Context: an optimization exercise on an open-source flow, tuned for small area, a short achievable clock period and few clock cycles per item. The choices shown serve that exercise and are no tape-out recipe. RTL that was checked went through simulation tests only; none was proved equivalent to the original. Function not checked in run 2: the RTL went through the layout flow alone.

==> flow/design.v <==
package types;
typedef struct packed {
    logic [15:0] opid;
    logic [4:0] fu;
    logic [7:0] funct;
    logic [1:0][63:0] prsv;
} iss_bundle_t;
typedef struct packed {
    logic [15:0] opid;           
    logic [63:0] prdv;           
} exe_bundle_t;
typedef struct packed {
    logic [15:0] opid, topid;      
} red_bundle_t;
typedef struct packed {
    logic remuw, remw, divuw, divw, remu, rem, divu, div;
} div_funct_t;
endpackage
module firstk #(
    parameter width = 64,  
    parameter k     = 4    
)(
    input  logic [width-1:0] bits,
    output logic [k:1][$clog2(width):0] pos  
);
    localparam iw = $clog2(width);  
    logic [iw:0][width-1:0][k:1][iw:0] sel;
    always_comb begin
        sel = 0;
        for (int i = 0; i < width; i++) if (bits[i]) sel[0][i][1] = {1'b1, iw'(i)};
        for (int d = 1; d <= iw; d++)
            for (int i = 0; i < width / 2; i++)
                for (int j = 1; j <= k; j++) begin
                    sel[d][i][j] = sel[d-1][2*i+1][j];
                    for (int l = 1; l < k; l++)
                        if (l < j & sel[d-1][2*i][l][iw])  
                            sel[d][i][j] = sel[d-1][2*i+1][j-l];
                    if (sel[d-1][2*i][j][iw]) sel[d][i][j] = sel[d-1][2*i][j];
                end
    end
    always_comb pos = sel[iw][0];
endmodule
module mwpram #(parameter width = 64, parameter depth = 64,
    parameter rports = 2, parameter wports = 1) (
    input  logic clk,
    input  logic rst,
    input  logic [rports-1:0][$clog2(depth)-1:0] raddr,   
    output logic [rports-1:0]        [width-1:0] rvalue,  
    input  logic [wports-1:0][$clog2(depth)-1:0] waddr,   
    input  logic [wports-1:0]        [width-1:0] wvalue,  
    input  logic [wports-1:0]                    wena     
);
    localparam selwd = wports == 1 ? 1 : $clog2(wports);
    logic [selwd-1:0] sel[depth-1:0];  
    always_ff @(posedge clk)
        for (int i = 0; i < wports; i++) if (wena[i]) sel[waddr[i]] <= (selwd)'(i);
    for (genvar i = 0; i < wports; i++) begin : dupregs
        logic [width-1:0] regs[depth-1:0];  
        always_ff @(posedge clk)
            if (wena[i]) regs[waddr[i]] <= wvalue[i];  
    end
    for (genvar i = 0; i < rports; i++) begin
        logic [width-1:0] dupval[wports-1:0];
        for (genvar j = 0; j < wports; j++)
            always_comb dupval[j] = dupregs[j].regs[raddr[i]];
        always_comb rvalue[i] = dupval[sel[raddr[i]]];  
    end
endmodule
import types::*;
module div #(
    parameter ewd,   
    parameter opsz   
)(
    input  logic clk,
    input  logic rst,
    input  types::red_bundle_t redir,            
    output logic ready,                   
    input  types::iss_bundle_t req,             
    input  logic        claim,            
    output types::exe_bundle_t resp        
);
    function logic succeed(input logic [15:0] opid);
        succeed = redir.opid[15] & opid[15] &
            $clog2(opsz)'(opid)       - $clog2(opsz)'(redir.topid) >=
            $clog2(opsz)'(redir.opid) - $clog2(opsz)'(redir.topid) + $clog2(opsz)'(1);
    endfunction
    localparam eqsz = (1 << $clog2(3 * ewd));
    logic [$clog2(eqsz)-1:0] rr_front;
    logic [$clog2(eqsz):0] rr_num, rr_in, rr_out;
    logic [eqsz-1:0][15:0] rr_opid;
    logic [eqsz-1:0]       rr_bubble;
    types::iss_bundle_t           rr_rvalue;
    logic        [ewd-1:0][$clog2(eqsz)-1:0] rr_waddr;
    types::iss_bundle_t                             rr_wvalue;
    logic        [ewd-1:0]                   rr_wena;
    mwpram #(.width($bits(rr_rvalue)), .depth(eqsz), .rports(1), .wports(ewd))
        rr_inst(.clk(clk), .rst(rst),
            .raddr(rr_front), .rvalue(rr_rvalue),
            .waddr(rr_waddr), .wvalue(rr_wvalue), .wena(rr_wena));
    always_comb begin
        rr_in = 0; rr_wvalue = 0;
        if (req.opid[15] & req.fu[4]) begin  
            rr_wvalue = req;
            rr_in++;
        end
    end
    always_comb for (int i = 0; i < ewd; i++) rr_waddr[i] = rr_front + $clog2(eqsz)'(rr_num) + $clog2(eqsz)'(i);
    always_comb for (int i = 0; i < ewd; i++) rr_wena [i] = i < 32'(rr_in);
    always_ff @(posedge clk) if (rst) rr_opid <= 0;
        else for (int i = 0; i < ewd; i++) if (rr_wena[i]) rr_opid[rr_waddr[i]] <= rr_wvalue.opid;
    always_ff @(posedge clk) if (rst) rr_bubble <= 0; else begin
        for (int i = 0; i < eqsz; i++) if (succeed(rr_opid[i])) rr_bubble[i] <= 1;
        for (int i = 0; i < ewd; i++) if (rr_wena[i]) rr_bubble[rr_waddr[i]] <= 0;
    end
    always_ff @(posedge clk) if (rst) rr_front <= 0; else rr_front <= rr_front + $clog2(eqsz)'(rr_out);
    always_ff @(posedge clk) if (rst) rr_num   <= 0; else rr_num   <= rr_num + rr_in - rr_out;
    types::exe_bundle_t bundle;
    logic [63:0] a, b, r;  
    logic  [6:0] c;        
    logic ov, dz, an, bn;  
    logic d, u, w;         
    logic [1:0][63:0] o;   
    types::div_funct_t f;         
    logic  [6:0] topone;   
    logic [63:0] a_rev;    
    firstk #(.width(64), .k(1)) firstk_inst(.bits(a_rev), .pos(topone));
    always_comb o = rr_rvalue.prsv;
    always_comb f = rr_rvalue.funct[7:0];
    always_comb rr_out = c == 64 & |rr_num ? 1 : 0;
    always_comb for (int i = 0; i < 64; i++) a_rev[i] = a[63 - i];
    always_ff @(posedge clk) if (rst) begin bundle <= 0; a <= 0; b <= 0; r <= 0; c <= 64; end
        else if (|rr_out) begin
            bundle        <= 0;
            bundle.opid   <= rr_rvalue.opid;
            if (f.divw | f.remw | f.divuw | f.remuw) begin
                a[31:0] <= (f.divw | f.remw) & o[0][31] ? -o[0][31:0] : o[0][31:0];
                b[31:0] <= (f.divw | f.remw) & o[1][31] ? -o[1][31:0] : o[1][31:0];
                a[63:32] <= 0;
                b[63:32] <= 0;
                c <= 31;
            end else begin
                a <= (f.div | f.rem) & o[0][63] ? -o[0] : o[0];
                b <= (f.div | f.rem) & o[1][63] ? -o[1] : o[1];
                c <= 63;
            end
            r <= 0;
            if (f.divw | f.remw | f.divuw | f.remuw) begin an <= o[0][31]; bn <= o[1][31]; end
            else                                     begin an <= o[0][63]; bn <= o[1][63]; end
            d <= f.div  | f.divu | f.divw  | f.divuw;
            u <= f.divu | f.remu | f.divuw | f.remuw;
            w <= f.divw | f.remw | f.divuw | f.remuw;
            ov <= 0;
            dz <= 0;
            if ((f.divw | f.remw) & o[0][31:0] == 32'h80000000   & o[1][31:0] == 32'hffffffff |
                (f.div  | f.rem)  & o[0] == 64'h8000000000000000 & o[1] == 64'hffffffffffffffff) begin
                ov <= 1;
                a <= o[0];
                c <= -7'd2;
            end
            if ((f.divw | f.remw | f.divuw | f.remuw) & ~|o[1][31:0] |
               ~(f.divw | f.remw | f.divuw | f.remuw) & ~|o[1][63:0]) begin
                dz <= 1;
                a <= o[0];
                c <= -7'd2;
            end
            if (succeed(rr_opid[rr_front]) | rr_bubble[rr_front]) c <= 64;
        end else if (succeed(bundle.opid)) c <= 64;
        else if (~c[6]) begin
            if      (~topone[6])                       c <= -7'd1;
            else if (c > 0 & 63 - topone[5:0] < c - 1) c <= 63 - topone[5:0];
            else                                       c <= c - 1;
            if ((a >> c[5:0]) >= b) begin
                r[c[5:0]] <= 1;
                a <= a - (b << c[5:0]);
            end
        end else if (c == -7'd1) begin
            case ({w, u, d})
                3'b000: r <= an      ? -a : a;                                             
                3'b001: r <= an ^ bn ? -r : r;                                             
                3'b010: r <= a;                                                            
                3'b011: r <= r;                                                            
                3'b100: r <= an      ? {{32{~a[31]}}, -a[31:0]} : {{32{a[31]}}, a[31:0]};  
                3'b101: r <= an ^ bn ? {{32{~r[31]}}, -r[31:0]} : {{32{r[31]}}, r[31:0]};  
                3'b110: r <= {{32{a[31]}}, a[31:0]};                                       
                3'b111: r <= {{32{r[31]}}, r[31:0]};                                       
            endcase
            c <= -2;
        end else if (c == -7'd2)
            if (claim) c <= 7'd64;
    always_comb ready = ewd <= eqsz - 32'(rr_num);  
    always_comb begin
        resp      = bundle;
        resp.prdv = w ? {{32{r[31]}}, r[31:0]} : r;
        if (ov &  d) resp.prdv = w ? {{32{a[31]}}, a[31:0]} : a;
        if (ov & ~d) resp.prdv = 0;
        if (dz &  d) resp.prdv = -64'd1;
        if (dz & ~d) resp.prdv = w ? {{32{a[31]}}, a[31:0]} : a;
        if (c != -7'd2) resp.opid = 0;
    end
endmodule
import types::*;
module div_top (
    input  logic        clk,
    input  logic        rst,
    input  logic        in_valid,
    output logic        in_ready,
    input  logic  [2:0] in_op,
    input  logic [63:0] in_a,
    input  logic [63:0] in_b,
    output logic        out_valid,
    input  logic        out_ready,
    output logic [63:0] out_result
);
    types::red_bundle_t    redir;
    types::iss_bundle_t    req;
    types::exe_bundle_t    resp;
    logic           ready;
    always_comb redir = 0;  
    always_comb begin
        req          = 0;
        req.opid     = {in_valid & ready, 15'd0};
        req.fu       = 5'b10000;
        req.funct    = 8'd1 << in_op;
        req.prsv[0]  = in_a;
        req.prsv[1]  = in_b;
    end
    div #(.ewd(1), .opsz(64)) div_inst(
        .clk(clk), .rst(rst), .redir(redir), .ready(ready),
        .req(req), .claim(out_ready), .resp(resp));
    always_comb in_ready   = ready;
    always_comb out_valid  = resp.opid[15];
    always_comb out_result = resp.prdv;
endmodule
==> flow/run.sh <==
#!/bin/bash
# synth_recipe.tcl (not shown) runs the flow's synth.tcl, then flattens the netlist and writes it again
# the make line also repeats each setting of config.mk as NAME=value (left out here)
make -C /OpenROAD-flow-scripts/flow DESIGN_CONFIG=/design/flow/config.mk WORK_HOME=/design/flow/orfs CLKGATE_MAP_FILE= SYNTH_SCRIPT=/design/flow/synth_recipe.tcl finish
==> flow/config.mk <==
export PLATFORM = sky130hd
export DESIGN_NAME = div_top
export DESIGN_NICKNAME = div_top
export VERILOG_FILES = /design/flow/design.v
export SDC_FILE = /design/flow/constraint.sdc
export NUM_CORES = 4
export LEC_CHECK = 0
export CAP_MARGIN = 20
export CORE_MARGIN = 2
export CORE_UTILIZATION = 40
export SLEW_MARGIN = 20
==> flow/constraint.sdc <==
create_clock -name core_clock -period 8.0 [get_ports {clk}]
set_input_delay 1.6000 -clock core_clock [delete_from_list [all_inputs] [get_ports {clk}]]
set_output_delay 1.6000 -clock core_clock [all_outputs]
set_load 0.01 [all_outputs]
==> results of run 1 <==
[worst max path at each step]
stage	from	to	slack [ps]	cells after the start
after floorplan	in_valid	div_inst.rr_inst.dupregs[0].regs[1][0]	-340	4
after global placement	div_inst.c[1]	div_inst.a[48]	1430	21
after detailed placement	div_inst.c[0]	div_inst.a[48]	1370	23
after CTS	div_inst.c[1]	div_inst.r[51]	1340	20
after global routing	div_inst.c[1]	div_inst.a[17]	820	22
final	div_inst.c[1]	div_inst.a[48]	1260	21
[logic make-up (layout without fill, tap and decap cells)]
logic type                 Yosys count  count (layout)  share of synthesized area
AOI/OAI and AO/OA                 1385            1385                     0.1690
and+or+nand+nor                   1869            1869                     0.1712
xor gates and xnor gates           248             248                    0.04236
buffers and inverters              598             635                    0.04622
adders and majority gates          154             154                    0.03787
muxes                              358             358                     0.1267
DFF                                764             764                     0.4067
[registers in the layout (all words and copies together) (netlist names), 2 cells and up]
signal and flops:
div_inst.rr_num 3, div_inst.rr_front 2, div_inst.b 64, div_inst.rr_bubble 4, div_inst.rr_inst.dupregs.regs 548, div_inst.a 64
div_inst.r 64, div_inst.c 7
[critical path: stages (launching register included)]
cell and delay, ps:
dfxtp_4 970, mux2i_1 460, a21oi_1 180, a21oi_1 480, nand2_1 90, o21ai_0 300, mux2i_1 290, and2_1 240
ha_1 270, nand3_1 80, nor3_1 240, nand3_1 150, a2111oi_0 790, a21oi_1 170, o211ai_1 180, a31oi_4 150
buf_4 420, buf_4 370, nand2_1 280, o21ai_0 130, a21oi_1 150, nor3_1 60
[area by class of cell]
class                      instances  area share
multi-input combinational       4014      0.4896
sequential                       764      0.3631
timing repair buffer             323     0.05211
clock buffer                     115     0.04040
tap                             1662     0.03617
inverter                         157     0.01029
clock inverter                    40    0.008336
[stage by stage]
| step | hold WS [ps] | std cells |
|---|---|---|
| after detailed placement | 445.2 | 6920 |
| after CTS | 452.6 | 7075 |
| after floorplan | 431.9 | 5376 |
| after global placement | 439.8 | 6920 |
| final | 452.7 | 7075 |
| after global routing | 472.4 | 7075 |
[layer usage]
metal,GRT usage,wire length [um]
met1,0.3887,79720
met3,0.04789,16790
met4,0.1316,9408
met2,0.4187,82150
met5,0,8
[cells in the final DEF (no fill, tap or decap), types with 34 or more instances in the layout]
| master | instances |
|---|---|
| nand3_1 | 53 |
| clkdlybuf4s50_1 | 198 |
| nor3_1 | 132 |
| o21ai_0 | 313 |
| buf_4 | 119 |
| xor2_1 | 93 |
| a211oi_1 | 106 |
| a221o_1 | 34 |
| inv_1 | 150 |
| or4_1 | 34 |
| dfxtp_1 | 200 |
| nand2_1 | 597 |
| nand4_1 | 60 |
| xnor2_1 | 155 |
| o22ai_1 | 93 |
| and3_1 | 144 |
| edfxtp_1 | 555 |
| mux4_2 | 232 |
| a31oi_1 | 58 |
| mux2i_1 | 119 |
| a21oi_1 | 425 |
| or3_1 | 50 |
| a21o_1 | 61 |
| nand2b_1 | 41 |
| ha_1 | 152 |
| o31ai_1 | 45 |
| clkbuf_16 | 87 |
| nor4_1 | 42 |
| nor2_1 | 563 |
==> flow_summary.ini, run 1 <==
[final_layout]
postLayoutCoreUtil = 0.4514
multi_input_area_um2 = 28150
nets = 5634
drive_gt1_frac = 0.1068
diodes = 0
register_area_um2 = 20870
fillers = 12100
fin_area_um2 = 57490
area_delta_synth_final_pct = 12.12

[min_path]
holdCritStartpoint = div_inst.bundle[79]
holdPathEnd = div_inst.bundle[79]
min_path_cells = 2
min_path_type = flip-flop to flip-flop

[global_routing]
grt_pass1_vias = 42120
grt_max_degree = 118
track_usage = 0.2781
overflow = 0
antenna_found_initial = 1
grt_pass1_wl_mm = 276.1

[placed_design]
dp_slack_ps = 1369
io_buffers = 200
gp_congestion = 1.028
dpl.hpwl_mm = 136.0
dpl_cell_area_um2 = 54680

[clocking]
clk_path_buf_depth = 3
cts_buffers = 85
post_cts_buffers = 0
cts_tree = done
clockRootBuffer = clkbuf_16
h-tree-depth = 3
cts_sinks = 764
path_clk_slew_ps = 60
hold_buffers = 0
clk_latency_ps = 710
cts_resized = 0

[setup_path]
cp.required_ps = 8550
path_class = flip-flop to flip-flop
r2r.worst_path.cells = 21
critPathCaptureType = flip-flop
critPathMaxFanout = 77
start_kind = flip-flop
rrSetupSlack_ps = 1260
r2r-start = div_inst.c[1]
cp.arrival_ps = 7290
r2r_end = div_inst.a[48]

[sta]
final-setup-viol-count = 0
fmax_mhz = 148.3
rsz0062_at_grt = false
worstMarginPinSlew_ps = 1115
fin_skew_ps = 40.41
slew_viol_final = 0
final_hold_viol_count = 0
fin_crit_sh = 0.8431
slew_headroom = 0.2542
setup_tns_ps = 0
min_period_ps = 6745
setup_ws_ps = 1255

[logic_synthesis]
syn_avg_cell_area_um2 = 9.537
synthesis.nets = 5665
ys_top_cells_by_area = edfxtp_1, mux4_2, dfxtp_1
ys_ff_latch = 764
synth_common_cells = nand2_1, nor2_1, edfxtp_1
synth_top_area_share = 0.3251
synthArstFlopShare = 0
synth_edf_count = 555
synth_flop_cell = edfxtp_1
yosysMostFrequentCell = nand2_1
synth_top_area_cell = edfxtp_1
yosys_warnings = 5
netlist_area_um2 = 51270
synthCells = 5376
yosysSeqAreaShare = 0.4067
synth.distinct_cells = 98

[routing]
viasPerCell = 6.313
drt_first_pass_iters = 8
drt_iter0_drc = 5555
vias = 44660
drc = 0
wl_per_cell_um = 26.58
drtAntennaViolNets = 0
wirelength_mm = 188.1

[die]
die_area_um2 = 131100
coreArea_um2 = 127400
start_util = 0.4026
fp.dieW_um = 362.0
num_rows = 131
die_h_um = 362.0
ios = 201

[run_status]
status = finished clean

[flow_run]
cap_violations = 0
Testbench counts, summed over its fixed seeds: cycles 65,419, divs 2,048.
==> inputs of run 2 (changes only) <==
==> flow/design.v (replaced) <==
module div_top (
    input  logic        clk,
    input  logic        rst,
    input  logic        in_valid,
    output logic        in_ready,
    input  logic  [2:0] in_op,
    input  logic [63:0] in_a,
    input  logic [63:0] in_b,
    output logic        out_valid,
    input  logic        out_ready,
    output logic [63:0] out_result
);
    localparam [2:0] S_IDLE = 3'd0, S_P1 = 3'd1, S_P2 = 3'd2, S_ITER = 3'd3, S_POST = 3'd4;
    logic  [2:0] st;
    logic [64:0] R, V;      
    logic [63:0] Q;         
    logic  [6:0] cnt;       
    logic        w, rm, un;  
    logic        sa;        
    logic        cin;       
    logic        neg;       
    logic        zq;        
    logic        fst;       
    logic        ovld;
    function automatic [6:0] blen(input logic [63:0] x);
        logic [63:0] v [0:6];
        logic [5:0]  p [0:6][0:63];
        for (int i = 0; i < 64; i++) begin v[0][i] = x[i]; p[0][i] = 6'd0; end
        for (int l = 1; l <= 6; l++) begin
            for (int i = 0; i < 64; i++) begin v[l][i] = 1'b0; p[l][i] = 6'd0; end
            for (int i = 0; i < (64 >> l); i++) begin
                v[l][i] = v[l-1][2*i+1] | v[l-1][2*i];
                p[l][i] = v[l-1][2*i+1] ? (p[l-1][2*i+1] | (6'd1 << (l-1))) : p[l-1][2*i];
            end
        end
        blen = v[6][0] ? {1'b0, p[6][0]} + 7'd1 : 7'd0;
    endfunction
    logic [64:0] ea, eb;
    logic        sb, opadd;
    logic  [6:0] ma, mb;
    logic  [7:0] s;
    always_comb begin
        ea = w ? {{33{~un & R[31]}}, R[31:0]} : {~un & R[63], R[63:0]};
        eb = w ? {{33{~un & V[31]}}, V[31:0]} : {~un & V[63], V[63:0]};
        sb = eb[64];
        opadd = ea[64] ^ sb;
        ma = blen(ea[63:0] ^ {64{ea[64]}});
        mb = blen(eb[63:0] ^ {64{sb}});
        s  = {1'b0, ma} + {7'd0, ea[64]} - {1'b0, mb};
    end
    wire dz = (mb == 7'd0) & ~sb;
    logic [64:0] S;
    logic        zs, c;
    always_comb begin
        S  = R + V + {64'd0, cin};
        zs = &((R ^ V) ~^ {R[63:0] | V[63:0], cin});
        c  = sa ? (S[64] | zs) : ~S[64];
    end
    logic [64:0] Vsh;
    always_comb Vsh = (V << cnt) | (cin ? ~({65{1'b1}} << cnt) : 65'd0);
    logic [63:0] qv, r;
    always_comb begin
        qv = zq ? 64'd0 : Q;
        r  = rm ? R[63:0] : (neg ? ~qv : qv);
        if (w) r[63:32] = {32{r[31]}};
    end
    wire take = in_valid & in_ready;
    always_ff @(posedge clk) begin
        if (rst) begin
            st   <= S_IDLE;
            ovld <= 1'b0;
        end else begin
            if (ovld & out_ready) ovld <= 1'b0;
            case (st)
                S_IDLE: if (in_valid) st <= S_P1;
                S_P1: begin
                    if (dz | s[7]) st <= S_POST;
                    else           st <= S_P2;
                end
                S_P2: st <= c ? S_ITER : S_POST;
                S_ITER: if (~ovld && cnt == 7'd0) st <= S_POST;
                S_POST: if (~ovld) begin
                    ovld <= 1'b1;
                    st   <= in_valid ? S_P1 : S_IDLE;
                end
                default: st <= S_IDLE;
            endcase
        end
    end
    always_ff @(posedge clk) begin
        case (st)
            S_IDLE, S_POST: if (in_ready) begin
                R  <= {1'b0, in_a};
                V  <= {1'b0, in_b};
                w  <= in_op[2];
                rm <= in_op[1];
                un <= in_op[0];
            end
            S_P1: begin
                R   <= ea;
                V   <= opadd ? eb : ~eb;
                cin <= ~opadd;
                sa  <= ea[64];
                cnt <= s[6:0];
                neg <= dz | (opadd & ~rm & ~s[7]);
                zq  <= dz | s[7];
                fst <= 1'b1;
            end
            S_P2: begin
                V <= Vsh;
                if (c & neg) R <= S;
                if (~c) begin zq <= 1'b1; neg <= 1'b0; end
            end
            S_ITER: if (~ovld) begin
                if (c) R <= S;
                Q   <= {Q[62:0] & {63{~fst}}, c};
                fst <= 1'b0;
                V   <= {V[64], V[64:1]};
                cnt <= cnt - 7'd1;
            end
            default: ;
        endcase
        if (st == S_POST && ~ovld) Q <= r;
    end
    always_comb in_ready   = (st == S_IDLE) | (st == S_POST & ~ovld);
    always_comb out_valid  = ovld;
    always_comb out_result = Q;
endmodule
==> run 2 against run 1 <==
Still clean. Sequential cell count down 551. Clock skew down 18 ps. Routed wire length down 39%. Count of clock-buffer cells in the layout down 81. Die area down 47%. Setup slack better by 360 ps. Sequential share of layout area down 15 points. Hold slack better by 150 ps. First-iteration DRC count down 29%. Synthesized cell count down 35%. Critical path type unchanged. Critical endpoint is now neg. Largest cell class unchanged. Highest routed layer is now met4.
==> flow_summary.ini, run 2 <==
[run_status]
status = finished clean

[routing]
wl_met2_mm = 51.40
wl_met1_mm = 47.49
vias = 28180
drc = 0
top_layer = met4
drt_iter0_drc = 3918
drt_first_pass_iters = 8
routed-wl-met3_mm = 9.830
viasPerCell = 6.482
wirelength_mm = 114.7
drtAntennaViolNets = 0
wl_per_cell_um = 26.40

[setup_path]
critical-path-max-stage-delay_ps = 800
path_cells = inv_2, nand2_2, inv_2, nor3_1, o21ai_0, or2_2, nor2_1, a31oi_1, o21ai_1, ha_1, and2_1, ha_1, ha_1, a21o_1, a21oi_1, o21bai_1, a21oi_1, o21bai_1, a21oi_1, xor2_1, nor3_1, o21a_1
r2r.worst_path.cells = 22
critPathMaxFanout = 22
crit_slowest_cell = edfxtp_1
r2r-start = un
path_class = flip-flop to flip-flop
rrSetupSlack_ps = 1610
start_kind = flip-flop
cp.arrival_ps = 6740
critPathCaptureType = flip-flop
cp.required_ps = 8350
r2r_end = neg

[final_layout]
postLayoutCoreUtil = 0.4498
final_cell_mix = nand2_1, o21ai_0, a21oi_1
final_common_cell = nand2_1
drive_gt1_frac = 0.06077
nets = 3734
area_delta_synth_final_pct = 11.80
reg.largest.list = R (65), V (65), Q (64)

[logic_synthesis]
syn_avg_cell_area_um2 = 7.688
synthArstFlopShare = 0
yosys_warnings = 5
synth_edf_count = 209
netlist_area_um2 = 26880
synthCells = 3496
yosysSeqAreaShare = 0.2365
synth_top_area_cell = edfxtp_1
synth_top_area_share = 0.2335
synth_common_cells = nand2_1, o21ai_0, a21oi_1
yosysMostFrequentCell = nand2_1
ys_top_cells_by_area = edfxtp_1, o21ai_0, ha_1
synthesis.nets = 3781
synth_flop_cell = edfxtp_1
ys_ff_latch = 213
synth.distinct_cells = 98

[clocking]
cts_resized = 0
cts_buffers = 29
path_clk_slew_ps = 60
clockRootBuffer = clkbuf_16
clk_path_buf_depth = 3
post_cts_buffers = 0
cts_sinks = 213
cts_tree = done
hold_buffers = 0
clk_latency_ps = 610
h-tree-depth = 1

[sta]
fin_crit_sh = 0.7982
setup_ws_ps = 1614
whs_ps = 602.8
min_period_ps = 6386
final-setup-viol-count = 0
rsz0062_at_grt = false
slew_headroom = 0.2822
setup_tns_ps = 0
final_hold_viol_count = 0
fmax_mhz = 156.6
worstMarginPinSlew_ps = 1074
fin_skew_ps = 22.77
slew_viol_final = 0

[global_routing]
track_usage = 0.3169
grt_pass1_wl_mm = 169.7
grt_pass1_vias = 26040
overflow = 0
grt_max_degree = 85
antenna_found_initial = 1

[placed_design]
io_buffers = 200
gp_congestion = 1.005
dpl.hpwl_mm = 84.80
dp_slack_ps = 1767

[min_path]
min_path_type = flip-flop to flip-flop
holdPathEnd = Q[34]
holdCritStartpoint = Q[33]
min_path_cells = 2

[die]
fp.dieW_um = 263.2
start_util = 0.4024
die_h_um = 263.2
coreArea_um2 = 66800
die_area_um2 = 69280
ios = 201
num_rows = 95

[flow_run]
cap_violations = 0
[run 2: metal layers]
layer / track usage / vias to the layer above
met5: 0 / -
met4: 0.1429 / 0
met3: 0.04190 / 290
met2: 0.5025 / 1581
met1: 0.4302 / 13560
li1: - / 12750
[run 2: kinds of logic after synthesis]
kind of cell             Yosys count  share of synthesized area
AO/OA/AOI/OAI                   1143                     0.2688
XOR/XNOR                         220                    0.07169
adder cells (fa/ha/maj)          150                    0.07066
buffers and inverters            513                    0.07420
flip-flops                       213                     0.2365
multiplexers                     137                    0.07699
AND/OR/NAND/NOR                 1120                     0.2012
[run 2: worst max-delay path by stage]
stage                     startpoint    end  slack, ps  cells after the start
after floorplan                V[39]  R[32]       2170                     12
after global placement            un    neg       1880                     22
after detailed placement          un    neg       1770                     22
after CTS                         un    neg       1740                     22
after global routing              un    neg       1190                     22
final                             un    neg       1610                     22
[run 2: stage by stage]
| stage | instances | instance area [um^2] |
|---|---|---|
| finish | 4347 | 30050 |
| global route | 4345 | 30050 |
| CTS | 4345 | 30050 |
| detailed placement | 4291 | 29160 |
| global placement | 4291 | 29160 |
| floorplan | 3496 | 26880 |
[run 2: worst max-delay path, delay by kind of cell, from the launching register on]
family,cells,cell delay [ps]
AO/OA/AOI/OAI,10,1900
XOR/XNOR,1,290
buffers and inverters,2,610
AND/OR/NAND/NOR,6,1660
adder cells (fa/ha/maj),3,870
flip-flops,1,800
[run 2: cell type report]
| type | count | area (um^2) |
|---|---|---|
| clock buffer | 34 | 744.5 |
| tap | 873 | 1092 |
| timing repair buffer | 254 | 2407 |
| fill | 6738 | 36750 |
| antenna | 2 | 5.005 |
| multi-input combinational | 2770 | 18630 |
| inverter | 181 | 679.4 |
| sequential | 213 | 6356 |
| clock inverter | 20 | 140.1 |
==> inputs of run 3 (changes only) <==
--- a/flow/design.v
+++ b/flow/design.v
@@ -15,6 +15,7 @@
     logic [64:0] R, V;      
     logic [63:0] Q;         
-    logic  [6:0] cnt;       
-    logic        w, rm, un;  
+    logic  [5:0] cnt;       
+    logic  [6:0] ma, mb;    
+    logic        w, rm;     
     logic        sa;        
     logic        cin;       
@@ -36,27 +37,39 @@
         blen = v[6][0] ? {1'b0, p[6][0]} + 7'd1 : 7'd0;
     endfunction
-    logic [64:0] ea, eb;
-    logic        sb, opadd;
-    logic  [6:0] ma, mb;
-    logic  [7:0] s;
+    logic [64:0] ia, ib;
+    logic        iadd;
     always_comb begin
-        ea = w ? {{33{~un & R[31]}}, R[31:0]} : {~un & R[63], R[63:0]};
-        eb = w ? {{33{~un & V[31]}}, V[31:0]} : {~un & V[63], V[63:0]};
-        sb = eb[64];
-        opadd = ea[64] ^ sb;
-        ma = blen(ea[63:0] ^ {64{ea[64]}});
-        mb = blen(eb[63:0] ^ {64{sb}});
-        s  = {1'b0, ma} + {7'd0, ea[64]} - {1'b0, mb};
+        ia = in_op[2] ? {{33{~in_op[0] & in_a[31]}}, in_a[31:0]} : {~in_op[0] & in_a[63], in_a};
+        ib = in_op[2] ? {{33{~in_op[0] & in_b[31]}}, in_b[31:0]} : {~in_op[0] & in_b[63], in_b};
+        iadd = ia[64] ^ ib[64];
     end
-    wire dz = (mb == 7'd0) & ~sb;
+    logic [65:0] sum;
     logic [64:0] S;
     logic        zs, c;
     always_comb begin
-        S  = R + V + {64'd0, cin};
-        zs = &((R ^ V) ~^ {R[63:0] | V[63:0], cin});
-        c  = sa ? (S[64] | zs) : ~S[64];
+        sum = {R, 1'b1} + {V, cin};
+        S   = sum[65:1];
+        zs  = &((R ^ V) ~^ {R[63:0] | V[63:0], cin});
+        c   = sa ? (S[64] | zs) : ~S[64];
+    end
+    logic  [6:0] la, lb;
+    logic        dz;
+    always_comb begin
+        la = blen(R[63:0] ^ {64{R[64]}});
+        lb = blen(V[63:0] ^ {64{V[64]}});
+        dz = (V == {65{cin}});
+    end
+    logic  [7:0] s;
+    logic  [5:0] sh;
+    always_comb begin
+        s  = {1'b0, ma} + {7'd0, sa} - {1'b0, mb};
+        sh = s[6] ? 6'd63 : s[5:0];
     end
     logic [64:0] Vsh;
-    always_comb Vsh = (V << cnt) | (cin ? ~({65{1'b1}} << cnt) : 65'd0);
+    always_comb begin
+        Vsh = V;
+        for (int k = 0; k < 6; k++)
+            if (sh[k]) Vsh = (Vsh << (1 << k)) | (cin ? ~({65{1'b1}} << (1 << k)) : 65'd0);
+    end
     logic [63:0] qv, r;
     always_comb begin
@@ -65,5 +78,4 @@
         if (w) r[63:32] = {32{r[31]}};
     end
-    wire take = in_valid & in_ready;
     always_ff @(posedge clk) begin
         if (rst) begin
@@ -75,9 +87,9 @@
                 S_IDLE: if (in_valid) st <= S_P1;
                 S_P1: begin
-                    if (dz | s[7]) st <= S_POST;
-                    else           st <= S_P2;
+                    if (dz | ~c) st <= S_POST;
+                    else         st <= S_P2;
                 end
-                S_P2: st <= c ? S_ITER : S_POST;
-                S_ITER: if (~ovld && cnt == 7'd0) st <= S_POST;
+                S_P2: st <= S_ITER;
+                S_ITER: if (~ovld && cnt == 6'd0) st <= S_POST;
                 S_POST: if (~ovld) begin
                     ovld <= 1'b1;
@@ -91,24 +103,23 @@
         case (st)
             S_IDLE, S_POST: if (in_ready) begin
-                R  <= {1'b0, in_a};
-                V  <= {1'b0, in_b};
-                w  <= in_op[2];
-                rm <= in_op[1];
-                un <= in_op[0];
+                R   <= ia;
+                V   <= iadd ? ib : ~ib;
+                cin <= ~iadd;
+                sa  <= ia[64];
+                neg <= iadd & ~in_op[1];
+                w   <= in_op[2];
+                rm  <= in_op[1];
             end
             S_P1: begin
-                R   <= ea;
-                V   <= opadd ? eb : ~eb;
-                cin <= ~opadd;
-                sa  <= ea[64];
-                cnt <= s[6:0];
-                neg <= dz | (opadd & ~rm & ~s[7]);
-                zq  <= dz | s[7];
+                ma  <= la;
+                mb  <= lb;
                 fst <= 1'b1;
+                zq  <= dz | ~c;
+                if (dz | ~c) neg <= dz;
+                else if (neg) R <= S;
             end
             S_P2: begin
-                V <= Vsh;
-                if (c & neg) R <= S;
-                if (~c) begin zq <= 1'b1; neg <= 1'b0; end
+                V   <= Vsh;
+                cnt <= sh;
             end
             S_ITER: if (~ovld) begin
@@ -117,5 +128,5 @@
                 fst <= 1'b0;
                 V   <= {V[64], V[64:1]};
-                cnt <= cnt - 7'd1;
+                cnt <= cnt - 6'd1;
             end
             default: ;
--- a/flow/config.mk
+++ b/flow/config.mk
@@ -9,3 +9,4 @@
 export CORE_MARGIN = 2
 export CORE_UTILIZATION = 40
+export SETUP_SLACK_MARGIN = 4.0
 export SLEW_MARGIN = 20
==> run 3 against run 2 <==
Still clean. Area after synthesis increased by 5.9%. Count of clock-buffer cells in the layout rose by 7. Sequential cell count increased by 12. Routed wire length up 34%. Setup slack better by 2000 ps. Synthesized cell count is 5.0% higher. Die area up 5.9%. Utilization increased by 8.8 points. Cell count rose by 14%.
==> flow_summary.ini, run 3 <==
[min_path]
min_path_type = flip-flop to flip-flop

[global_routing]
met2_usage = 0.5575
track_usage = 0.3817
overflow = 0
antenna_found_initial = 6
grt_pass1_wl_mm = 209.4
met3_usage = 0.1052
grt_pass1_vias = 30240
grt_max_degree = 90
met1_usage = 0.5014
grt.busiest_layer = met2

[sta]
final_hold_viol_count = 0
min_period_ps = 4362
fin_skew_ps = 38.54
setup_tns_ps = 0
slew_headroom = 0.2387
worstMarginPinSlew_ps = 1132
slew_viol_final = 0
fin_crit_sh = 0.5453
rsz0062_at_grt = true
fmax_mhz = 229.2
final-setup-viol-count = 0

[setup_path]
critPathMaxFanout = 12
rrSetupSlack_ps = 3640
critical_path.top_delay_family = compound AO/OA/AOI/OAI gates
path_cells = inv_2, ha_4, inv_4, ha_4, inv_2, fa_2, nand2b_4, a21oi_4, o21ai_4, buf_12, nand3_4, buf_12, buf_4, nor2_1, o31ai_1, o21ai_2, o21ai_2, o211ai_1
crit_end = V[59]
cp-startpoint = sa
crit_slowest_cell = o31ai_1
path_class = flip-flop to flip-flop
cp.depth = 18
cp.arrival_ps = 4730
crit_buf_inv = 6
start_kind = flip-flop
critPathCaptureType = flip-flop
critical-path-max-stage-delay_ps = 820
cp.required_ps = 8370
r2r-start = sa
r2r_end = V[59]
r2r.worst_path.cells = 18

[final_layout]
layout.cells.non_filler = 4960
nets = 4274
final_cell_mix = buf_4, nor2_1, nand2_1
reg.largest.list = R (65), V (65), Q (64)
final_common_cell = buf_4
multi_input_area_um2 = 22060
fillers = 6548
register_area_um2 = 6718
drive_gt1_frac = 0.2225
area_delta_synth_final_pct = 32.85

[logic_synthesis]
synthesis.nets = 3950
ys_top_cells_by_area = edfxtp_1, ha_1, o21ai_0
synth_edf_count = 221
ys_ff_latch = 225
yosysMostFrequentCell = nor2_1
synth_top_area_cell = edfxtp_1
yosys_warnings = 5
synth.distinct_cells = 98
yosysSeqAreaShare = 0.2359
synth_common_cells = nor2_1, o21ai_0, nand2_1
netlist_area_um2 = 28470
synth_top_area_share = 0.2331
synthCells = 3670
synthArstFlopShare = 0
synth_flop_cell = edfxtp_1
syn_avg_cell_area_um2 = 7.759

[routing]
drc = 0
wl_per_cell_um = 30.95
drtAntennaViolNets = 0
viasPerCell = 6.852
drt_first_pass_iters = 9
wirelength_mm = 153.5
drt_iter0_drc = 5628
vias = 33980

[clocking]
hold_buffers = 0
clk_path_buf_depth = 3
clockRootBuffer = clkbuf_16
cts_sinks = 225
h-tree-depth = 1
clk_latency_ps = 650
cts_buffers = 31
path_clk_slew_ps = 70
cts_tree = done

[placed_design]
io_buffers = 200
gp_congestion = 1.057
dpl.hpwl_mm = 101.5
dp.cells = 4553

[die]
start_util = 0.4052
die_h_um = 270.8
die_area_um2 = 73340
coreArea_um2 = 70270
num_rows = 97
ios = 201
fp.dieW_um = 270.8

[run_status]
status = finished clean

[flow_run]
cap_violations = 0
-- run 3: how the worst min path moves through the flow --
stage | startpoint | to | slack (ps) | cells after the start
after floorplan | cnt[0] | cnt[0] | 570 | 1
after global placement | Q[13] | Q[14] | 590 | 2
after detailed placement | Q[16] | Q[17] | 600 | 2
after CTS | cnt[0] | cnt[0] | 610 | 1
after global routing | Q[11] | Q[12] | 640 | 2
final | Q[16] | Q[17] | 610 | 2
-- run 3: logic make-up after synthesis --
group           count (synthesis)  synth area share
compound gates               1190            0.2797
xor+xnor                      244           0.07637
fa+ha+maj                     145           0.06424
buf+inv                       517           0.07268
flops                         225            0.2359
mux                           117           0.05361
simple gates                 1232            0.2175
-- run 3: per-layer routing --
metal  vias to the layer above  part of all wire  wire length [um]
met1                     16050              0.38             58010
met5                         -           0.00087               134
met2                      2750              0.40             62120
li1                      14410                 -                 -
met3                       766              0.13             20220
met4                        10             0.085             13020
-- run 3: cell type report --
type	count	area share
antenna	2	0.0001323
timing repair buffer	624	0.1632
timing repair inverter	1	0.0001323
tap	940	0.03109
clock buffer	41	0.02203
inverter	174	0.01856
sequential	225	0.1776
clock inverter	16	0.004101
multi-input combinational	2937	0.5832
-- run 3: metrics by stage --
stage	util	hold slack, ps	worst slack (ps)	cell area, um^2
2_1_floorplan	-	568.9	2573	28860
3_3_place_gp	0.4430	591.0	2569	31130
3_5_place_dp	0.4430	597.2	2466	31130
4_1_cts	0.4960	613.5	3834	34850
5_1_grt	0.5383	640.7	3642	37820
6_report	0.5383	605.3	3638	37830
-- run 3: timing repair --
action / 4_1_cts / 5_1_grt
pin swaps: 33 / 89
endpoints found under the setup margin: 170 / 206
gates cloned: 17 / 21
buffers inserted: 148 / 162
gates resized for setup: 253 / 279
-- run 3: worst min-delay path, delay by kind of cell, from the launching register on --
kind,cells,cell delay (ps)
AND/OR/NAND/NOR,1,70
flip-flops,1,350
AO/OA/AOI/OAI,1,70
Testbench counts of run 3, summed over its fixed seeds: cycles 22,095, divs 2,048.
==> inputs of run 4 (changes only) <==
--- a/flow/config.mk
+++ b/flow/config.mk
@@ -6,7 +6,8 @@
 export NUM_CORES = 4
 export LEC_CHECK = 0
+export ABC_AREA = 1
 export CAP_MARGIN = 20
 export CORE_MARGIN = 2
 export CORE_UTILIZATION = 40
-export SETUP_SLACK_MARGIN = 4.0
+export SETUP_SLACK_MARGIN = 4.5
 export SLEW_MARGIN = 20
==> run 4 against run 3 <==
Still clean on timing, DRC and antenna. Synthesized cell count increased by 14%. Critical path depth rose by 3. Critical endpoint is now V[39]. Routed wire length fell by 7.1%.
==> flow_summary.ini, run 4 <==
[routing]
viasPerCell = 6.285
drtAntennaViolNets = 0
wirelength_mm = 142.6
vias = 33540
drc = 0
drt_first_pass_iters = 12
drt_iter0_drc = 5654
wl_per_cell_um = 26.73

[final_layout]
postLayoutCoreUtil = 0.5449
reg.largest.list = R (65), V (65), Q (64)
layout.cells.non_filler = 5336
drive_gt1_frac = 0.2186
final_cell_mix = nand2_1, nand3_1, inv_1
register_area_um2 = 6716
nets = 4722
area_delta_synth_final_pct = 34.54
final_common_cell = nand2_1
multi_input_area_um2 = 20320
fillers = 6322

[placed_design]
dp.cells = 5067
dp_slack_ps = 2134
io_buffers = 200
dpl.hpwl_mm = 91.87
gp_congestion = 0.9923

[sta]
setup_ws_ps = 4000
fin_skew_ps = 26.11
slew_viol_final = 0
min_period_ps = 4000
fin_crit_sh = 0.5001
final_hold_viol_count = 0
worstMarginPinSlew_ps = 916.8
fmax_mhz = 250.0
final-setup-viol-count = 0
slew_headroom = 0.3888
rsz0062_at_grt = true
setup_tns_ps = 0

[clocking]
clk_path_buf_depth = 3
path_clk_slew_ps = 70
h-tree-depth = 1
clockRootBuffer = clkbuf_16
cts_sinks = 225
cts_tree = done
clk_latency_ps = 630
cts_buffers = 29
hold_buffers = 0

[setup_path]
cp.arrival_ps = 4490
critPathMostFrequentCell = nand3_1
path_cells = inv_2, ha_4, inv_4, ha_4, inv_2, fa_2, inv_2, nand4_1, nand2_1, nand2_2, nand2_4, buf_4, bufbuf_16, nand3_1, nand3_1, nand3_1, nand3_1, nand3_1, nand3_1, nand3_2, nand2_1
critPathMaxFanout = 16
crit_slowest_cell = edfxtp_1
start_kind = flip-flop
cp.required_ps = 8490
critPathCaptureType = flip-flop
path_class = flip-flop to flip-flop
critical-path-max-stage-delay_ps = 510

[logic_synthesis]
synthCells = 4191
synth_common_cells = nand2_1, nand3_1, inv_1
syn_avg_cell_area_um2 = 6.365
synth_top_area_cell = edfxtp_1
synth_edf_count = 221
yosys_warnings = 5
synth-xor-area-share = 0.06205
post_synth_mux_area_share = 0
synth.distinct_cells = 60
yosysSeqAreaShare = 0.2518
synth_top_area_share = 0.2488
yosysMostFrequentCell = nand2_1
ys_top_cells_by_area = edfxtp_1, nand2_1, nand3_1
synth-simple-area-share = 0.3566
synth_flop_cell = edfxtp_1
synthesis.nets = 4471
netlist_area_um2 = 26680
synthArstFlopShare = 0
synthAdderAreaFrac = 0.06857
synth_top_family_by_area = simple AND/OR/NAND/NOR gates
synth-compound-area-share = 0.1669
ys_ff_latch = 225

[die]
die_area_um2 = 68770
coreArea_um2 = 65860
ios = 201
start_util = 0.4050
num_rows = 94
die_h_um = 262.2
fp.dieW_um = 262.2

[global_routing]
grt_max_degree = 100
overflow = 0
grt_pass1_vias = 29000
track_usage = 0.3690
antenna_found_initial = 6
grt_pass1_wl_mm = 192.5

[min_path]
min_path_type = flip-flop to flip-flop

[run_status]
status = finished clean

[flow_run]
cap_violations = 0
run 4: per-layer routing:
layer  wire length [um]  share of wire  GRT usage  vias to the layer above
met1              54770           0.38     0.4963                    15560
met3              19800           0.14     0.1015                      726
met2              55630           0.39     0.5183                     2541
li1                   -              -          -                    14700
met4              12210          0.086     0.2288                        6
met5                209         0.0015    0.01594                        -
run 4: path summary, 6_finish.rpt:
check                           startpoint      to  slack (ps)  cells after the start
worst max-delay path                    sa   V[39]        4000                     21
worst min-delay path                cnt[0]  cnt[0]         600                      1
worst max register to register          sa   V[39]        4000                     21
worst min register to register      cnt[0]  cnt[0]         600                      1
run 4: through the flow:
| stage | instance area (um^2) | hold slack, ps |
|---|---|---|
| after detailed placement | 29250 | 591.3 |
| final | 35890 | 596.6 |
| after floorplan | 26810 | 546.3 |
| after global routing | 35880 | 616.3 |
| after global placement | 29250 | 590.4 |
| after CTS | 32780 | 603.2 |
run 4: timing repair:
action | in CTS | in global routing
endpoints found under the setup margin | 239 | 214
gates resized for setup | 278 | 534
setup buffers | 101 | 62
pin swaps | 39 | 84
gates cloned | 25 | 19
run 4: cells by family after synthesis:
kind of cell,count (synthesis)
simple gates,2206
compound gates,801
buf+inv,625
flops,225
xor+xnor,189
fa+ha+maj,145
run 4: final cells by class:
cell class / count / area share
repair inverters: 12 / 0.004950
inverters: 391 / 0.04651
multi-input cells: 3344 / 0.5661
diodes: 8 / 0.0005578
clock inverters: 23 / 0.007042
well taps: 864 / 0.03012
flip-flops and latches: 225 / 0.1871
clock buffers: 30 / 0.02032
repair buffers: 439 / 0.1373
run 4: critical path: cells and delay by family (launching register included):
kind	cells	cell delay (ps)
flops	1	510
fa+ha+maj	3	720
buf+inv	6	800
simple gates	12	1820
==> inputs of run 5 (changes only) <==
--- a/flow/design.v
+++ b/flow/design.v
@@ -16,5 +16,5 @@
     logic [63:0] Q;         
     logic  [5:0] cnt;       
-    logic  [6:0] ma, mb;    
+    logic  [5:0] pa, pb;    
     logic        w, rm;     
     logic        sa;        
@@ -22,7 +22,6 @@
     logic        neg;       
     logic        zq;        
-    logic        fst;       
     logic        ovld;
-    function automatic [6:0] blen(input logic [63:0] x);
+    function automatic [5:0] hpos(input logic [63:0] x);
         logic [63:0] v [0:6];
         logic [5:0]  p [0:6][0:63];
@@ -35,5 +34,5 @@
             end
         end
-        blen = v[6][0] ? {1'b0, p[6][0]} + 7'd1 : 7'd0;
+        hpos = p[6][0];
     endfunction
     logic [64:0] ia, ib;
@@ -53,17 +52,13 @@
         c   = sa ? (S[64] | zs) : ~S[64];
     end
-    logic  [6:0] la, lb;
+    logic  [5:0] ha, hb;
     logic        dz;
     always_comb begin
-        la = blen(R[63:0] ^ {64{R[64]}});
-        lb = blen(V[63:0] ^ {64{V[64]}});
+        ha = hpos(sa ? {~R[62:0], 1'b1} : R[63:0]);
+        hb = hpos(V[63:0] ^ {64{V[64]}});
         dz = (V == {65{cin}});
     end
-    logic  [7:0] s;
     logic  [5:0] sh;
-    always_comb begin
-        s  = {1'b0, ma} + {7'd0, sa} - {1'b0, mb};
-        sh = s[6] ? 6'd63 : s[5:0];
-    end
+    always_comb sh = pa - pb;
     logic [64:0] Vsh;
     always_comb begin
@@ -90,6 +85,6 @@
                     else         st <= S_P2;
                 end
-                S_P2: st <= S_ITER;
-                S_ITER: if (~ovld && cnt == 6'd0) st <= S_POST;
+                S_P2: if (~ovld) st <= S_ITER;
+                S_ITER: if (cnt == 6'd0) st <= S_POST;
                 S_POST: if (~ovld) begin
                     ovld <= 1'b1;
@@ -112,19 +107,18 @@
             end
             S_P1: begin
-                ma  <= la;
-                mb  <= lb;
-                fst <= 1'b1;
+                pa  <= ha;
+                pb  <= hb;
                 zq  <= dz | ~c;
                 if (dz | ~c) neg <= dz;
                 else if (neg) R <= S;
             end
-            S_P2: begin
+            S_P2: if (~ovld) begin
                 V   <= Vsh;
                 cnt <= sh;
+                Q   <= 64'd0;
             end
-            S_ITER: if (~ovld) begin
+            S_ITER: begin
                 if (c) R <= S;
-                Q   <= {Q[62:0] & {63{~fst}}, c};
-                fst <= 1'b0;
+                Q   <= {Q[62:0], c};
                 V   <= {V[64], V[64:1]};
                 cnt <= cnt - 6'd1;
==> run 5 against run 4 <==
Fmax is 15% higher. Sequential share of layout area is 2.6 points higher. Clock skew is 2.1 ps lower. Highest routed layer is now met4.
==> flow_summary.ini, run 5 <==
[run_status]
status = finished clean

[logic_synthesis]
synth_top_area_cell = edfxtp_1
synth_top_area_share = 0.2599
synth_flop_cell = edfxtp_1
ys_ff_latch = 222
yosysMostFrequentCell = nand2_1
synthesis.nets = 4024
synthArstFlopShare = 0
synth_common_cells = nand2_1, o21ai_0, inv_1
synth.distinct_cells = 61
ys_top_cells_by_area = edfxtp_1, nand2_1, o21ai_0
yosys_warnings = 5
synthCells = 3752
syn_avg_cell_area_um2 = 6.712
netlist_area_um2 = 25180
yosysSeqAreaShare = 0.2631
synth_edf_count = 218

[global_routing]
overflow = 0
grt_pass1_wl_mm = 166.1
antenna_found_initial = 0
grt_pass1_vias = 25410
grt_max_degree = 85
track_usage = 0.3468

[final_layout]
nets = 4231
postLayoutCoreUtil = 0.5011
multi_input_area_um2 = 17260
final_cell_mix = nand2_1, o21ai_0, a21oi_1
fillers = 6444
drive_gt1_frac = 0.1366
register_area_um2 = 6626
reg.largest.list = R (65), V (65), Q (64)
area_delta_synth_final_pct = 23.25
final_common_cell = nand2_1

[die]
ios = 201
die_h_um = 254.9
coreArea_um2 = 61940
start_util = 0.4066
fp.dieW_um = 254.9
num_rows = 91
die_area_um2 = 64980

[placed_design]
gp_congestion = 0.9942
dpl.hpwl_mm = 88.14
io_buffers = 200

[clocking]
cts_buffers = 30
h-tree-depth = 1
cts_sinks = 222
path_clk_slew_ps = 60
clk_latency_ps = 610
cts_tree = done
hold_buffers = 0
clockRootBuffer = clkbuf_16
clk_path_buf_depth = 3

[setup_path]
crit_buf_inv = 5
start_kind = flip-flop
crit_slowest_cell = o41ai_1
path_cells = buf_12, clkinvlp_4, buf_4, nand4_1, o41ai_1, nand2_1, nor2_1, nand2_1, nand3_2, nand2_4, o21ai_2, nor3_4, buf_12, clkbuf_16
path_class = flip-flop to flip-flop
cp.required_ps = 8360
critPathMaxFanout = 10
cp.arrival_ps = 3840
critPathCaptureType = flip-flop
critical-path-max-stage-delay_ps = 950
critical_path.top_delay_family = compound AO/OA/AOI/OAI gates

[routing]
drt_first_pass_iters = 9
vias = 28460
drtAntennaViolNets = 0
drc = 0
viasPerCell = 5.904
wl_per_cell_um = 24.56
wirelength_mm = 118.4
drt_iter0_drc = 3648

[sta]
worstMarginPinSlew_ps = 1165
fin_skew_ps = 23.98
fmax_mhz = 287.8
setup_tns_ps = 0
slew_headroom = 0.2129
slew_viol_final = 0
fin_crit_sh = 0.4343
min_period_ps = 3474
final-setup-viol-count = 0
final_hold_viol_count = 0
rsz0062_at_grt = true

[flow_run]
cap_violations = 0

[min_path]
min_path_type = flip-flop to flip-flop
run 5: changes by cell type after synthesis, sizes merged, moves of 15 or more:
| cell | change |
|---|---|
| a21o | +36 |
| a31o | -33 |
| clkbuf | -37 |
| inv | -31 |
| mux2i | +58 |
| nand2 | -123 |
| nand3 | -514 |
| nor2 | -40 |
| o211ai | +39 |
| o21ai | +140 |
| o221ai | +34 |
| or2 | +26 |
| xnor2 | -15 |
run 5: path summary, 6_finish.rpt:
path / start / to / slack (ps) / depth (start not counted)
setup / recovery: cin / R[63] / 4530 / 14
hold / removal: st[1] / st[1] / 570 / 2
setup reg to reg: cin / R[63] / 4530 / 14
hold reg to reg: st[1] / st[1] / 570 / 2
run 5: what timing repair did:
action | CTS | global route
cloned | 4 | 9
setup buffers | 57 | 79
pin swaps | 3 | 15
endpoints found under the hold margin | 0 | 0
resized for setup | 102 | 193
endpoints found under the setup margin | 156 | 182
run 5: worst min-delay path, stage by stage, from the launching register on:
cell and delay [ps]:
dfxtp_1 370, nand2_1 90, a21oi_1 50
run 5: per-layer routing:
layer,routed length (um),up-vias,global-route usage
met5,0,-,0
met3,11650,240,0.04312
met2,50080,1635,0.5199
met1,50810,13380,0.5018
met4,5842,0,0.1414
li1,-,13200,-
run 5: layout make-up:
type,count,share of cell area
repair buffers,379,0.1205
diodes,2,0.0001612
inverters,357,0.04575
flip-flops and latches,222,0.2135
well taps,837,0.03374
repair inverters,2,0.0004031
clock inverters,20,0.004676
clock buffers,34,0.02535
multi-input cells,2967,0.5560
run 5: logic make-up after synthesis:
kind of cell               Yosys count  share of synthesized area
adders and majority gates          137                    0.06866
xor gates and xnor gates           172                    0.06041
DFF                                222                     0.2631
and+or+nand+nor                   1542                     0.2530
buffers and inverters              563                    0.09166
muxes                               58                    0.02305
AOI/OAI and AO/OA                 1058                     0.2401
run 5: metrics by stage:
stage	worst slack (ps)	cell area, um^2	cells	hold slack [ps]
floorplan	3953	25580	3752	473.2
global placement	2333	27960	4615	514.0
detailed placement	2258	27960	4615	520.5
CTS	4501	29670	4730	561.9
global route	4469	31030	4818	596.5
finish	4526	31040	4820	570.1
Testbench counts of run 5, summed over its fixed seeds: cycles 22,091, divs 2,048.
==> inputs of run 6 (changes only) <==
--- a/flow/design.v
+++ b/flow/design.v
@@ -73,24 +73,30 @@
         if (w) r[63:32] = {32{r[31]}};
     end
+    logic  [2:0] st_n;
+    logic        ovld_n, rdy;
+    always_comb begin
+        st_n   = st;
+        ovld_n = ovld & ~out_ready;
+        case (st)
+            S_IDLE: if (in_valid) st_n = S_P1;
+            S_P1:   st_n = (dz | ~c) ? S_POST : S_P2;
+            S_P2:   if (~ovld) st_n = S_ITER;
+            S_ITER: if (cnt == 6'd0) st_n = S_POST;
+            S_POST: if (~ovld) begin
+                ovld_n = 1'b1;
+                st_n   = in_valid ? S_P1 : S_IDLE;
+            end
+            default: st_n = S_IDLE;
+        endcase
+    end
     always_ff @(posedge clk) begin
         if (rst) begin
             st   <= S_IDLE;
             ovld <= 1'b0;
+            rdy  <= 1'b1;
         end else begin
-            if (ovld & out_ready) ovld <= 1'b0;
-            case (st)
-                S_IDLE: if (in_valid) st <= S_P1;
-                S_P1: begin
-                    if (dz | ~c) st <= S_POST;
-                    else         st <= S_P2;
-                end
-                S_P2: if (~ovld) st <= S_ITER;
-                S_ITER: if (cnt == 6'd0) st <= S_POST;
-                S_POST: if (~ovld) begin
-                    ovld <= 1'b1;
-                    st   <= in_valid ? S_P1 : S_IDLE;
-                end
-                default: st <= S_IDLE;
-            endcase
+            st   <= st_n;
+            ovld <= ovld_n;
+            rdy  <= (st_n == S_IDLE) | (st_n == S_POST & ~ovld_n);
         end
     end
@@ -128,5 +134,5 @@
         if (st == S_POST && ~ovld) Q <= r;
     end
-    always_comb in_ready   = (st == S_IDLE) | (st == S_POST & ~ovld);
+    always_comb in_ready   = rdy;
     always_comb out_valid  = ovld;
     always_comb out_result = Q;
==> flow/flow/run.sh (new file) <==
#!/bin/bash
set -euo pipefail
bash standard.sh SETUP_SLACK_MARGIN=4.5 cts > run_cts.log 2>&1
bash standard.sh SETUP_SLACK_MARGIN=4.3 finish > run_finish.log 2>&1
==> flow/standard.sh (new file) <==
#!/bin/bash
# synth_recipe.tcl (not shown) runs the flow's synth.tcl, then flattens the netlist and writes it again
# the make line also repeats each setting of config.mk as NAME=value (left out here)
make -C /OpenROAD-flow-scripts/flow DESIGN_CONFIG=/design/flow/config.mk WORK_HOME=/design/flow/orfs CLKGATE_MAP_FILE= SYNTH_SCRIPT=/design/flow/synth_recipe.tcl "${@:-finish}"
--- a/flow/config.mk
+++ b/flow/config.mk
@@ -10,4 +10,3 @@
 export CORE_MARGIN = 2
 export CORE_UTILIZATION = 40
-export SETUP_SLACK_MARGIN = 4.5
 export SLEW_MARGIN = 20
removed: flow/run.sh
==> run 6 against run 5 <==
Count of clock-buffer cells in the layout stayed put. Largest cell class unchanged. Hold slack better by 11 ps. Sequential share of layout area is 0.40 points higher. Critical path type unchanged. Routed wire length is 1.5% lower. Sequential cell count is 1 higher. Via count is 0.59% lower. First-iteration DRC count is 4.2% lower. Synthesized cell count is 1.4% higher. Clock skew is 17 ps higher. Cell count is 0.77% higher.
==> flow_summary.ini, run 6 <==
[sta]
fin_skew_ps = 41.46
fin_crit_sh = 0.4504
fmax_mhz = 277.5
setup_tns_ps = 0
final-setup-viol-count = 0
worstMarginPinSlew_ps = 1066
rsz0062_at_grt = false
setup_ws_ps = 4397
slew_viol_final = 0
slew_headroom = 0.2873
final_hold_viol_count = 0
min_period_ps = 3603

[setup_path]
rrSetupSlack_ps = 4400
r2r.worst_path.cells = 18
r2r_end = R[8]
crit_slowest_cell = edfxtp_1
cp.arrival_ps = 3900
critPathMostFrequentCell = nand2_1
start_kind = flip-flop
critical-path-max-stage-delay_ps = 480
cp.required_ps = 8290
r2r-start = V[28]
critPathMaxFanout = 16
path_cells = inv_1, ha_1, nand2_1, nor2_1, nand2_1, inv_1, a21oi_1, nand2_2, nand2_4, nand2_1, nand2_1, nand3_2, nand2_4, nand2_2, nand2_2, nor3b_4, buf_6, bufbuf_16
path_class = flip-flop to flip-flop
critPathCaptureType = flip-flop

[min_path]
min_path_type = flip-flop to flip-flop
min_path_cells = 2
holdCritStartpoint = Q[21]
holdPathEnd = Q[22]

[final_layout]
nets = 4268
postLayoutCoreUtil = 0.4934
reg.largest.list = R (65), V (65), Q (64)
final_common_cell = nand2_1
drive_gt1_frac = 0.1145
final_cell_mix = nand2_1, o21ai_0, inv_1
fin_area_um2 = 30560
layout.cells.non_filler = 4857
area_delta_synth_final_pct = 21.43

[clocking]
cts_buffers = 29
cts_tree = done
cts_sinks = 223
clk_latency_ps = 620
path_clk_slew_ps = 60
hold_buffers = 0
clockRootBuffer = clkbuf_16
clk_path_buf_depth = 3
h-tree-depth = 1

[placed_design]
gp_congestion = 1.025
dp.cells = 4668
dp_slack_ps = 2441
io_buffers = 200
dpl.hpwl_mm = 84.19
dpl_cell_area_um2 = 27720

[logic_synthesis]
synth_common_cells = nand2_1, o21ai_0, inv_1
synthesis.nets = 4077
ys_top_cells_by_area = edfxtp_1, nand2_1, o21ai_0
synth_top_area_cell = edfxtp_1
yosys_warnings = 5
synth_flop_cell = edfxtp_1
synthCells = 3805
synth.distinct_cells = 66
syn_avg_cell_area_um2 = 6.614
ys_ff_latch = 223
synth_edf_count = 218
synthArstFlopShare = 0
yosysSeqAreaShare = 0.2641
yosysMostFrequentCell = nand2_1
synth_top_area_share = 0.2601
netlist_area_um2 = 25170

[die]
die_area_um2 = 64940
start_util = 0.4063
fp.dieW_um = 254.8
num_rows = 91
die_h_um = 254.8
coreArea_um2 = 61940
ios = 201

[global_routing]
antenna_found_initial = 1
grt_pass1_vias = 26290
grt_pass1_wl_mm = 169.5
grt_max_degree = 104
track_usage = 0.3501
overflow = 0

[routing]
wirelength_mm = 116.6
wl_per_cell_um = 24.01
drt_first_pass_iters = 7
drc = 0
drtAntennaViolNets = 0
vias = 28290
viasPerCell = 5.825
drt_iter0_drc = 3494

[flow_run]
cap_violations = 0

[run_status]
status = finished clean
## run 6: stage by stage
stage,hold slack [ps]
floorplan,565.8
global placement,565.8
detailed placement,561.4
CTS,576.8
global route,613.0
finish,581.3
## run 6: cells by family (layout without fill, tap and decap cells)
family                     after synthesis  count (layout)  share of synthesized area
xor gates and xnor gates               185             185                    0.06513
and+or+nand+nor                       1621            1621                     0.2631
buffers and inverters                  577             791                    0.09188
adders and majority gates              137             137                    0.06871
other                                    0               1                          0
DFF                                    223             223                     0.2641
AOI/OAI and AO/OA                     1012            1012                     0.2272
muxes                                   50              50                    0.01989
## run 6: how the worst max path moves through the flow
stage,from,to,slack (ps),depth (start not counted)
after floorplan,V[2],R[0],3820,21
after global placement,in_op[2],V[11],2540,14
after detailed placement,in_op[2],V[11],2440,14
after CTS,pa[2],V[53],4500,14
after global routing,V[48],R[26],4270,17
final,V[28],R[8],4400,18
## run 6: layer usage
layer	share of wire	wire, um	vias up	track usage
met5	0	0	-	0
met4	0.038	4431	0	0.1250
met3	0.10	11930	196	0.05451
met2	0.43	49710	1487	0.5279
met1	0.43	50530	13380	0.5046
li1	-	-	13220	-
## run 6: layout make-up
| class | count | area [um^2] |
|---|---|---|
| clock inverter | 20 | 187.7 |
| timing repair inverter | 2 | 15.01 |
| fill | 6528 | 31380 |
| inverter | 371 | 1496 |
| multi-input combinational | 3005 | 16800 |
| sequential | 223 | 6646 |
| clock buffer | 34 | 744.5 |
| timing repair buffer | 364 | 3622 |
| tap | 837 | 1047 |
| antenna | 1 | 2.502 |
## run 6: critical path: cells and delay by family, from the launching register on
kind | cells | cell delay, ps
adder cells (fa/ha/maj) | 1 | 370
buffers and inverters | 4 | 850
flip-flops | 1 | 480
AND/OR/NAND/NOR | 12 | 1400
AO/OA/AOI/OAI | 1 | 160
## run 6: timing repair
item	in CTS	in global routing
resized for setup	206	38
buffers inserted	108	14
pin swaps	10	3
gates cloned	10	2
setup endpoints to repair	283	89
Testbench counts of run 6, summed over its fixed seeds: cycles 22,091, divs 2,048.

[re-timing with driven ports]
How much do the figures lean on ideal ports? The routed layouts below were timed once more, with nothing changed but the port constraints. Step 1 sets driving cells, clkbuf_16 on the clock port and buf_2 on the other inputs (assumed; they add their load-dependent delay and slew). Step 2, shift: input delay + t, output delay - t, t = (earliest + latest rising clock arrival at the registers) / 2. This alone moves slack from input paths to output paths. a / b / c = no drivers / after step 1 / after step 2; a / b = the first two.
run	t (ns)	setup WS [ns]	hold slack, ns	slew at the worst register clock pin (ns)	cell pins on the clock port's net
run 1	0.766	1.255 / 1.255 / 1.255	0.453 / 0.453 / 0.453	0.07 / 0.07	1
run 2	0.657	1.614 / 1.614 / 1.614	0.603 / 0.603 / 0.603	0.07 / 0.07	1
run 3	0.694	3.638 / 3.638 / 3.277	0.605 / 0.605 / 0.605	0.07 / 0.07	1
run 4	0.684	4.000 / 4.000 / 3.868	0.597 / 0.597 / 0.597	0.08 / 0.08	1
run 5	0.659	4.526 / 4.513 / 4.001	0.570 / 0.570 / 0.570	0.08 / 0.08	1
run 6	0.663	4.397 / 4.397 / 3.802	0.581 / 0.581 / 0.581	0.07 / 0.07	1
After both steps every run listed still meets setup and hold. For run 6, which loses most, drivers alone change the setup slack by 0.000 ns; drivers and shift together by -0.595 ns.
